Source: an optimization exercise on an open RTL-to-GDS flow (aim: small area, a short achievable clock period and few clock cycles per item). Production flows keep margins and buffers that such runs may drop. Function was not checked in any run shown here: the RTL went through the layout flow alone. No activity file was given, so power comes from the tool's default toggle rates.

## flow/design.v (module list and top-level ports; edited modules follow where they fit)
// module ml_accel: 1079 lines
// module fa_cell: 4 lines
// module rd_port: 14 lines
module ml_accel(
    input wire clk,
    input wire rst,
    input wire w_en,
    input wire r_en,
    input wire [5:0] addr,
    input wire [31:0] w_data,
    output reg [31:0] r_data,
    output reg done
    );
  // ...
==> flow/flow/run.sh <==
#!/bin/bash
# Standard layout, with two changes to how cells are sized:
#  - the port buffers are buf_2 cells instead of the default (a delay-buffer
#    cell that timing repair cannot resize away);
#  - timing repair may resize a cell to one of a different width.
set -euo pipefail
export BUFFER_PORTS_ARGS="-buffer_cell sky130_fd_sc_hd__buf_2"
bash standard.sh MATCH_CELL_FOOTPRINT=0 finish > standard.log 2>&1
==> flow/standard.sh <==
#!/bin/bash
# synth_recipe.tcl (not shown) runs the flow's synth.tcl, then flattens the netlist and writes it again
# the make line also repeats each setting of config.mk as NAME=value (left out here)
make -C /OpenROAD-flow-scripts/flow DESIGN_CONFIG=/design/flow/config.mk WORK_HOME=/design/flow/orfs CLKGATE_MAP_FILE= SYNTH_SCRIPT=/design/flow/synth_recipe.tcl "${@:-finish}"
==> flow/config.mk <==
export PLATFORM = sky130hd
export DESIGN_NAME = ml_accel
export DESIGN_NICKNAME = ml_accel
export VERILOG_FILES = /design/flow/design.v
export SDC_FILE = /design/flow/constraint.sdc
export NUM_CORES = 4
export LEC_CHECK = 0
export ABC_AREA = 1
export CAP_MARGIN = 20
export CORE_MARGIN = 2
export CORE_UTILIZATION = 55
export CTS_BUF_LIST = sky130_fd_sc_hd__clkbuf_8 sky130_fd_sc_hd__clkbuf_16
export CTS_CLUSTER_DIAMETER = 80
export CTS_CLUSTER_SIZE = 30
export PLACE_DENSITY = 0.7
export SETUP_SLACK_MARGIN = 4.8
export SLEW_MARGIN = 20
export SYNTH_HIERARCHICAL = 1
export SYNTH_MINIMUM_KEEP_SIZE = 0
==> flow/constraint.sdc <==
create_clock -name core_clock -period 10.0 [get_ports {clk}]
set_input_delay 2.0000 -clock core_clock [delete_from_list [all_inputs] [get_ports {clk}]]
set_output_delay 2.0000 -clock core_clock [all_outputs]
set_load 0.01 [all_outputs]
==> run summary, run 1 <==
drt total wl 93200 um; IO Port Bufs 74; dominant cell type by area after synthesis edfxtp_1; net count after synthesis 3492; tap cells 748; pwr/cell area 316 mW/mm2; DR pass1 iterations 7; multi-input combinational area share 52.4%; Layout Cells excl Fill 3838; Slew headroom 25.3%; hold slack 476 ps; Netlist cell types 47; critical-path maximum fanout 8; Crit Path Class in2out; sequential standard cell area 0.0121 mm2; Final Hold Fails 0; Peak VDD IR 0.000326 V; Pwr Total 10.4 mW; met2 usage 54.2%; multi-input logic area 0.0172 mm2; Seq. pwr 2.58 mW; Worst-Margin Slew 1120 ps; synth top area cells edfxtp_1, fa_1, xor2_1, nand2_1, dfrtp_1; CP most frequent cell buf_2; post-synthesis compound-gate area fraction 8.82%; RSZ-0062 raised after global routing yes; setup ws final 4840 ps; most common cell in the netlist nand2_1; CTS buffer count 27; Layout area overhead 7.42%; P_clk 1.31 mW; Gate Count Post-Synth 3087; Yosys warnings 9; CTS tree built; endpoints failing setup 0; die area 0.0577 mm2; Worst Setup End Kind primary output; Worst setup startpoint addr[3]; cell-internal power 5.63 mW; status timing/DRC/antenna clean
==> module rd_port, before the edit <==
module rd_port(
    input wire [31:0] acc_val,
    input wire [31:0] result,
    input wire done,
    input wire res_ok,
    input wire r_en,
    input wire [5:0] addr,
    output wire [31:0] r_data
    );
    wire hit = r_en & addr[5] & addr[2] & ~addr[4] & ~addr[3] & ~addr[1] & ~addr[0];
    wire s_acc = hit & done;
    wire s_res = hit & ~done & res_ok;
    assign r_data = ({32{s_acc}} & acc_val) | ({32{s_res}} & result);
endmodule
==> run 2: changes to the inputs <==
--- a/flow/design.v
+++ b/flow/design.v
@@ -1040,19 +1040,19 @@
                 6'h10: vec_b[0] <= w_data;
                 6'h14: vec_b[1] <= w_data;
                 6'h18: vec_b[2] <= w_data;
                 6'h1C: vec_b[3] <= w_data;
             endcase
         end
     end
     always @(posedge clk) begin
-        diff  <= w_data - old_v;
-        b_one <= bo_v & {16{vec_wr}};
-        b_two <= bt_v & {16{vec_wr}};
+        diff  <= vec_wr ? (w_data - old_v) : 32'd0;
+        b_one <= bo_v;
+        b_two <= bt_v;
         b_neg <= bn_v;
     end
     always @(posedge clk or posedge rst) begin
         if (rst) begin
             va <= 4'd0;
             vb <= 4'd0;
             acc_s <= 32'd0;
             acc_c <= 32'd0;
@@ -1086,12 +1086,11 @@
     input wire [31:0] result,
     input wire done,
     input wire res_ok,
     input wire r_en,
     input wire [5:0] addr,
     output wire [31:0] r_data
     );
     wire hit = r_en & addr[5] & addr[2] & ~addr[4] & ~addr[3] & ~addr[1] & ~addr[0];
-    wire s_acc = hit & done;
-    wire s_res = hit & ~done & res_ok;
-    assign r_data = ({32{s_acc}} & acc_val) | ({32{s_res}} & result);
+    wire [31:0] val = done ? acc_val : (result & {32{res_ok}});
+    assign r_data = {32{hit}} & val;
 endmodule
==> flow/config.mk (replaced) <==
export PLATFORM = sky130hd
export DESIGN_NAME = ml_accel
export DESIGN_NICKNAME = ml_accel
export VERILOG_FILES = /design/flow/design.v
export SDC_FILE = /design/flow/constraint.sdc
export NUM_CORES = 4
export LEC_CHECK = 0
export ABC_AREA = 1
export CAP_MARGIN = 20
export CORE_MARGIN = 2
export CORE_UTILIZATION = 40
export CTS_BUF_LIST = sky130_fd_sc_hd__clkbuf_8 sky130_fd_sc_hd__clkbuf_16
export CTS_CLUSTER_DIAMETER = 80
export CTS_CLUSTER_SIZE = 30
export SETUP_SLACK_MARGIN = 4.8
export SLEW_MARGIN = 20
export SYNTH_HIERARCHICAL = 1
export SYNTH_MINIMUM_KEEP_SIZE = 0
==> run summary, run 2 <==
DR pass1 iterations 8 (was 7); Post-Syn Area 0.0305 mm2 (was 0.0307 mm2); Post-synth top flop edfxtp_1 (unchanged); number of remaining DRC errors 0 (unchanged); die area 0.0785 mm2 (was 0.0577 mm2); depth of the CTS H-tree 1 (unchanged); switching share of total power 44.2% (was 45.9%); clk slew on worst S/H paths 100 ps (was 110 ps); Gate Count Post-Synth 3051 (was 3087); initial antenna violation count 4 (was 0); Slew Viols, Final 0 (unchanged); CTS tree built (unchanged); largest family of logic cells by synthesized area adder cells (unchanged); hpwl dp 59700 um (was 66300 um); Combinational Power Share 61.6% (was 62.6%); XOR/XNOR Fraction of Synth Area 8.87% (was 8.91%); clock skew after layout 35.9 ps (was 29.4 ps); Worst EP required 10500 ps (was 8000 ps); Die Span Y 280 um (was 240 um); Layout area overhead 8.55% (was 7.42%); vias in the first global route 22200 (was 23100); net count after synthesis 3456 (was 3492); Crit Path Class reg2reg (was in2out); dominant cell type by area after synthesis edfxtp_1 (unchanged); Post-synth EDFFs 288 (unchanged); clock latency on the worst-skew pair 630 ps (was 640 ps); Leak 13.8 nW (was 13.9 nW); Worst Setup End Kind flip-flop (was primary output); minimum clock period 5100 ps (was 5160 ps); most common cell in the netlist nand2_1 (unchanged); initial drt markers 2054 (was 2689); grt total ovfl 0 (unchanged); synth top area cells edfxtp_1, fa_1, xor2_1, nand2_1, dfrtp_1 (unchanged); cell-internal power 5.61 mW (was 5.63 mW); Setup crit start kind flip-flop (was input pin); Synth Area in Simple Gates 14.1% (was 16.3%); drt total wl 87800 um (was 93200 um); CTS Root Cell clkbuf_16 (unchanged); most common cell after layout, fill and taps aside nand2_1 (unchanged); post-synthesis compound-gate area fraction 10.3% (was 8.82%); # IOs 75 (unchanged); post-layout util 43.8% (was 59.8%); RSZ-0062 raised after global routing yes (unchanged); Sw Pwr 4.43 mW (was 4.78 mW); Peak VDD IR 0.000279 V (was 0.000326 V); max-cap violation count 0 (unchanged); CTS buffer count 27 (unchanged); Adder-Cell Fraction of Synth Area 21.6% (was 21.5%); Worst-Margin Slew 1070 ps (was 1120 ps); Final Cycle Share 51.0% (was 51.6%); CP most frequent cell fa_1 (was buf_2); Clock Path Buffers 3 (unchanged); Core Area 0.0757 mm2 (was 0.0551 mm2); CP peak stage delay 580 ps (was 190 ps); biggest regs vec_a x128, vec_b x128 (unchanged); Seq pwr share 25.2% (was 24.8%); wire per inst 21.7 um (was 24.3 um); fraction of synthesized area in multiplexers 0.0656% (was 0%); pwr/cell area 303 mW/mm2 (was 316 mW/mm2); Yosys warnings 9 (unchanged); routability cong. 0.935 (was 0.947); antenna-violating nets left 0 (unchanged); nets@finish 3448 (was 3476); die width 280 um (was 240 um); clock share of power 13.2% (was 12.6%); status timing/DRC/antenna clean (unchanged); endpoints failing setup 0 (unchanged); share of the synthesized area in the top cell type 28.3% (was 28.2%); number of fill cells 7247 (was 4667); WP data arrival 5590 ps (was 3160 ps); CP Cell Sequence clkinv_1, o22ai_1, xor2_1, fa_1, fa_1, fa_1, fa_1, fa_1, fa_1, fa_1 (was buf_2, nor2_4, nand2_8, nor2_4, buf_2, nand3_1, nand2_1, buf_2); setup TNS 0 ps (unchanged); critical-path maximum fanout 17 (was 8); crit path max-delay cell type fa_1 (was nor2_4); row count 101 (was 86); IO Port Bufs 74 (unchanged); Global Route Usage Sum 22.2% (was 32.4%); largest net degree at the start of global routing 99 (was 92); synthesized flop and latch total 441 (unchanged); Vias/cell 5.54 (was 6.12); global-route wire length before repair 134000 um (was 140000 um); layout cells sized above 1 9.61% (was 7.86%); commonest cells after routing, fill and taps aside nand2_1, edfxtp_1, xor2_1, fa_1, o22ai_1 (was nand2_1, xor2_1, edfxtp_1, fa_1, o22ai_1); Slew headroom 28.7% (was 25.3%); via count 22400 (was 23500); Synth Area per Inst 10.0 um2 (was 9.93 um2); clock tree sinks 441 (unchanged); Synth top cells by count nand2_1, edfxtp_1, xor2_1, fa_1, o22ai_1 (was nand2_1, xor2_1, edfxtp_1, fa_1, o22ai_1); FMAX 0.196 GHz (was 0.194 GHz); asr flop ratio synth 16.6% (unchanged); Netlist cell types 45 (was 47); FF-to-FF setup slack 4900 ps (was 4880 ps); Post-CTS Hold Buffers 0 (unchanged); Hold Path Class reg2reg (unchanged); Final Hold Fails 0 (unchanged); Initial Utilization 40.3% (was 55.7%); register area share after synthesis 39.6% (was 39.4%)
run 2: per-module statistics from Yosys, one instance, submodules excluded:
module	cells	flops+latches	area (um2)	times used
fa_cell	1	0	20.0	272
ml_accel	2565	441	24200	1
rd_port	214	0	883	1
run 2: cell type report:
class	count	area [um2]	share of cell area, %
repair inverters	1	5.00	0.0151
multi-input cells	2227	17100	51.6
clock buffers	27	676	2.04
clock inverters	19	337	1.02
repair buffers	134	885	2.67
flip-flops and latches	441	12100	36.5
inverters	211	811	2.45
well taps	978	1220	3.69
diodes	2	5.00	0.0151
run 2: power groups by stage:
stage	registers [mW]	logic [mW]	clock network (mW)
global route	2.56	7.13	1.42
global placement	2.58	5.91	0
finish	2.53	6.18	1.32
CTS	2.54	6.13	1.36
floorplan	2.49	4.46	0
detailed placement	2.58	6.07	0
run 2: worst paths after layout:
check,from,endpoint,cells after the start
setup / recovery,b_two[7],acc_s[31],10
hold / removal,va[2],va[2],2
setup reg to reg,b_two[7],acc_s[31],10
hold reg to reg,va[2],va[2],2
max in group asynchronous,rst,acc_s[27],4
min in group asynchronous,rst,vb[3],3
run 2: stage by stage:
step	instance area [um2]	total power, mW	setup WS (ps)	hold WS, ps	std cells
after floorplan	30500	6.95	4910	427	3051
after global placement	31700	8.49	4070	450	3975
after detailed placement	31700	8.65	3940	450	3975
after CTS	32800	10.0	4820	475	4023
after global routing	33100	11.1	4740	504	4039
final	33100	10.0	4900	472	4040
run 2: cell families (layout without fill, tap and decap cells):
kind of cell,Yosys count,count (layout)
buf+inv,386,392
compound gates,520,520
mux,2,2
flops,441,441
xor+xnor,309,309
fa+ha+maj,363,363
other cells,1,3
simple gates,1029,1032
run 2: metal layers:
metal	track usage [%]	share of wire (%)	up-vias	wire, um
met5	0	0.031	-	27
met4	6.35	2.8	4	2490
met3	3.38	7.2	170	6300
met2	35.9	47	890	40900
met1	30.8	43	11000	38000
li1	-	-	10300	-
run 2: what timing repair did:
item,CTS,global route
cloned,1,3
setup buffers,1,10
endpoints found under the setup margin,43,51
resized for setup,12,58
pin swaps,3,17
run 2: critical path: cells and delay by family, from the launching register on:
| family | cells | cell delay, ps |
|---|---|---|
| adders and majority gates | 7 | 3410 |
| buffers and inverters | 1 | 570 |
| AOI/OAI and AO/OA | 1 | 380 |
| DFF | 1 | 320 |
| xor gates and xnor gates | 1 | 270 |
==> run 3: changes to the inputs <==
--- a/flow/design.v
+++ b/flow/design.v
@@ -1091,6 +1091,22 @@
     output wire [31:0] r_data
     );
-    wire hit = r_en & addr[5] & addr[2] & ~addr[4] & ~addr[3] & ~addr[1] & ~addr[0];
+    wire p, q;
+    rd_dec_p u_p (.r_en(r_en), .a5(addr[5]), .a2(addr[2]), .a4(addr[4]), .y(p));
+    rd_dec_q u_q (.a3(addr[3]), .a1(addr[1]), .a0(addr[0]), .y(q));
     wire [31:0] val = done ? acc_val : (result & {32{res_ok}});
-    assign r_data = {32{hit}} & val;
+    genvar k;
+    generate
+        for (k = 0; k < 32; k = k + 1) begin : bits
+            rd_and3 u_and (.a(val[k]), .b(p), .c(q), .y(r_data[k]));
+        end
+    endgenerate
+endmodule
+module rd_dec_p(input wire r_en, input wire a5, input wire a2, input wire a4, output wire y);
+    assign y = r_en & a5 & a2 & ~a4;
+endmodule
+module rd_dec_q(input wire a3, input wire a1, input wire a0, output wire y);
+    assign y = ~(a3 | a1 | a0);
+endmodule
+module rd_and3(input wire a, input wire b, input wire c, output wire y);
+    assign y = a & b & c;
 endmodule
==> run summary, run 3 <==
status timing/DRC/antenna clean (unchanged); number of remaining DRC errors 0 (unchanged); post-synthesis compound-gate area fraction 10.3% (about the same); r2r startpoint diff[13] (was b_two[7]); net count after synthesis 3453 (was 3456); global-route wire length before repair 136000 um (was 134000 um); initial drt markers 2184 (was 2054); Clock Path Buffers 3 (unchanged); R2R cell count 10 (unchanged); Peak VDD IR 0.000374 V (was 0.000279 V); hold path start vb[1] (was va[2]); Post-CTS Hold Buffers 0 (unchanged); Final Cycle Share 51.0% (about the same); Layout area overhead 8.92% (was 8.55%); XOR/XNOR Fraction of Synth Area 8.82% (was 8.87%); number of fill cells 7247 (unchanged); die width 281 um (was 280 um); FF-to-FF setup slack 4900 ps (about the same); via count 22500 (was 22400); largest family of logic cells by synthesized area adder cells (unchanged); Slew Viols, Final 0 (unchanged); Pwr Total 10.1 mW (was 10.0 mW); Synth Area in Simple Gates 14.6% (was 14.1%); Worst EP required 10470 ps (was 10500 ps); # IOs 75 (unchanged); most common cell in the netlist nand2_1 (unchanged); GR Layer Usage met3 3.76% (was 3.38%); setup ws final 4900 ps (about the same); clock latency on the worst-skew pair 640 ps (was 630 ps); asr flop ratio synth 16.6% (unchanged); clock skew after layout 38.1 ps (was 35.9 ps); pwr/cell area 304 mW/mm2 (was 303 mW/mm2); dominant cell type by area after synthesis edfxtp_1 (unchanged); die area 0.0789 mm2 (was 0.0785 mm2); Post-synth top flop edfxtp_1 (unchanged); worst r2r dst acc_s[31] (unchanged); Synth top cells by count nand2_1, edfxtp_1, xor2_1, fa_1, o22ai_1 (unchanged); CTS tree built (unchanged); IO Port Bufs 74 (unchanged); clock tree sinks 441 (unchanged); largest net degree at the start of global routing 75 (was 99); biggest regs vec_a x128, vec_b x128 (unchanged); Post-synth EDFFs 288 (unchanged); grt total ovfl 0 (unchanged); Worst setup startpoint diff[13] (was b_two[7]); Antenna Cells 0 (was 2); Core Area 0.0759 mm2 (was 0.0757 mm2); CP Capture Point acc_s[31] (unchanged); most common cell after layout, fill and taps aside nand2_1 (unchanged); Worst-Margin Slew 931 ps (was 1070 ps); Initial Utilization 40.4% (was 40.3%); routability cong. 0.925 (was 0.935); fraction of synthesized area in multiplexers 0.0653% (was 0.0656%); share of the synthesized area in the top cell type 28.2% (was 28.3%); synthesized flop and latch total 441 (unchanged); Die Span Y 281 um (was 280 um); Final Hold Fails 0 (unchanged); vias in the first global route 22400 (was 22200); Leak 13.5 nW (was 13.8 nW); DR pass1 iterations 6 (was 8); CTS buffer count 27 (unchanged); initial antenna violation count 1 (was 4); WP data arrival 5570 ps (was 5590 ps); Global Route Usage Sum 22.3% (was 22.2%); synth top area cells edfxtp_1, fa_1, xor2_1, nand2_1, dfrtp_1 (unchanged); clk slew on worst S/H paths 90 ps (was 100 ps); register area share after synthesis 39.4% (was 39.6%); Netlist cell types 47 (was 45); wire per inst 21.4 um (was 21.7 um); nets@finish 3452 (was 3448); setup TNS 0 ps (unchanged); row count 101 (unchanged); grt peak-use layer met2 (unchanged); pre-CTS setup slack 3980 ps (was 3940 ps); Adder-Cell Fraction of Synth Area 21.5% (was 21.6%); multi-input logic area 0.0173 mm2 (was 0.0171 mm2); Synth Area per Inst 10.1 um2 (was 10.0 um2); Slew headroom 37.8% (was 28.7%); Yosys warnings 9 (unchanged); hpwl dp 60600 um (was 59700 um); minimum clock period 5100 ps (about the same); Gate Count Post-Synth 3048 (was 3051); Worst Setup End Kind flip-flop (unchanged); Vias/cell 5.49 (was 5.54); Hold Path Class reg2reg (unchanged); grt met1 use 30.8% (about the same); antenna-violating nets left 0 (unchanged); drt total wl 87700 um (was 87800 um); CTS Root Cell clkbuf_16 (unchanged); Post-Syn Area 0.0307 mm2 (was 0.0305 mm2); FMAX 0.196 GHz (about the same); Setup crit start kind flip-flop (unchanged); layout cells sized above 1 11.4% (was 9.61%); sequential standard cell area 0.0121 mm2 (about the same); Crit Path Class reg2reg (unchanged); depth of the CTS H-tree 1 (unchanged); endpoints failing setup 0 (unchanged); critical-path maximum fanout 19 (was 17); RSZ-0062 raised after global routing yes (unchanged); commonest cells after routing, fill and taps aside nand2_1, edfxtp_1, xor2_1, fa_1, o22ai_1 (unchanged); Hold Path Depth 2 (unchanged); met2 usage 36.5% (was 35.9%); max-cap violation count 0 (unchanged)
[run 3: logic make-up (layout without fill, tap and decap cells)]
family	count (synthesis)	count (layout)
buffers and inverters	384	399
other	1	1
AO/OA/AOI/OAI	520	520
XOR/XNOR	309	309
flip-flops	441	441
adder cells (fa/ha/maj)	363	363
multiplexers	2	2
AND/OR/NAND/NOR	1028	1029
[run 3: worst max-delay path, cell delays in order (launching register included)]
cell      delay (ps)
dfxtp_1          320
clkinv_1         600
o22ai_1          430
xor2_1           220
fa_1             470
fa_1             450
fa_1             490
fa_1             590
fa_1             440
fa_1             430
fa_1             470
[run 3: worst min path at each step]
stage                  to  slack, ps
finish              vb[1]        460
CTS                 vb[0]        470
detailed placement  vb[0]        450
floorplan           va[3]        430
global route        vb[0]        500
global placement    va[2]        450
[run 3: per-module statistics from Yosys (local to each module, per instance)]
| module | copies in the design | area, um2 | flip-flops and latches |
|---|---|---|---|
| rd_dec_q | 1 | 17.5 | 0 |
| ml_accel | 1 | 24200 | 441 |
| fa_cell | 272 | 20.0 | 0 |
| rd_port | 1 | 557 | 0 |
| rd_and3 | 32 | 13.8 | 0 |
| rd_dec_p | 1 | 17.5 | 0 |
[run 3: metrics by stage]
| step | utilization (%) | area (um2) | hold WS, ps | instances |
|---|---|---|---|---|
| finish | 44.0 | 33400 | 461 | 4094 |
| floorplan | - | 30700 | 427 | 3048 |
| global route | 44.0 | 33400 | 498 | 4094 |
| CTS | 43.5 | 33000 | 466 | 4082 |
| detailed placement | 42.1 | 32000 | 447 | 4032 |
| global placement | 42.1 | 32000 | 448 | 4032 |
[run 3: what timing repair did]
action	4_1_cts	5_1_grt
gates resized for setup	15	75
pin swaps	2	15
setup endpoints to repair	43	54
gates cloned	1	0
setup buffers	3	11
[run 3: per-layer routing]
metal  vias to the layer above  routed length, um  share of wire (%)
met4                         2               2460                2.8
met2                       914              41100                 47
met1                     11000              37700                 43
li1                      10400                  -                  -
met5                         -                 12              0.014
met3                       151               6370                7.3
[run 3: area by class of cell]
class / instances / share of cell area, %
well taps: 1030 / 3.86
clock inverters: 18 / 0.787
clock buffers: 28 / 2.10
flip-flops and latches: 441 / 36.2
inverters: 212 / 2.46
multi-input cells: 2224 / 51.8
repair buffers: 141 / 2.86
[run 3: report_power, final]
group | total (mW) | internal, mW | switching [mW]
Combinational | 6.33 | 2.73 | 3.59
Clock | 1.27 | 0.559 | 0.713
Sequential | 2.54 | 2.36 | 0.185
Total | 10.1 | 5.65 | 4.49

-- what the ideal ports hide --
How much do the figures lean on ideal ports? The routed layouts below were timed once more, with nothing changed but the port constraints. Step 1: set_driving_cell puts a clkbuf_16 on clk and a buf_2 on each other input, an assumption about the parent block. Step 2 times the ports against the registers' clock, not the clock port: input delays grow and output delays shrink by t, the midpoint of the rising clock arrivals with the driver on. Slacks: no drivers / after step 1 / after step 2; pairs: no drivers / after step 1.
| run | t (ns) | setup slack, ns | worst setup path after step 2 |
|---|---|---|---|
| run 1 | 0.682 | 4.844 / 4.804 / 4.359 | input to register |
| run 2 | 0.677 | 4.903 / 4.887 / 4.540 | input to register |
| run 3 | 0.680 | 4.904 / 4.881 / 4.540 | input to register |
After both steps setup and hold are still met in every run listed. For run 1, which loses most, drivers alone change the setup slack by -0.040 ns; drivers and shift together by -0.485 ns.
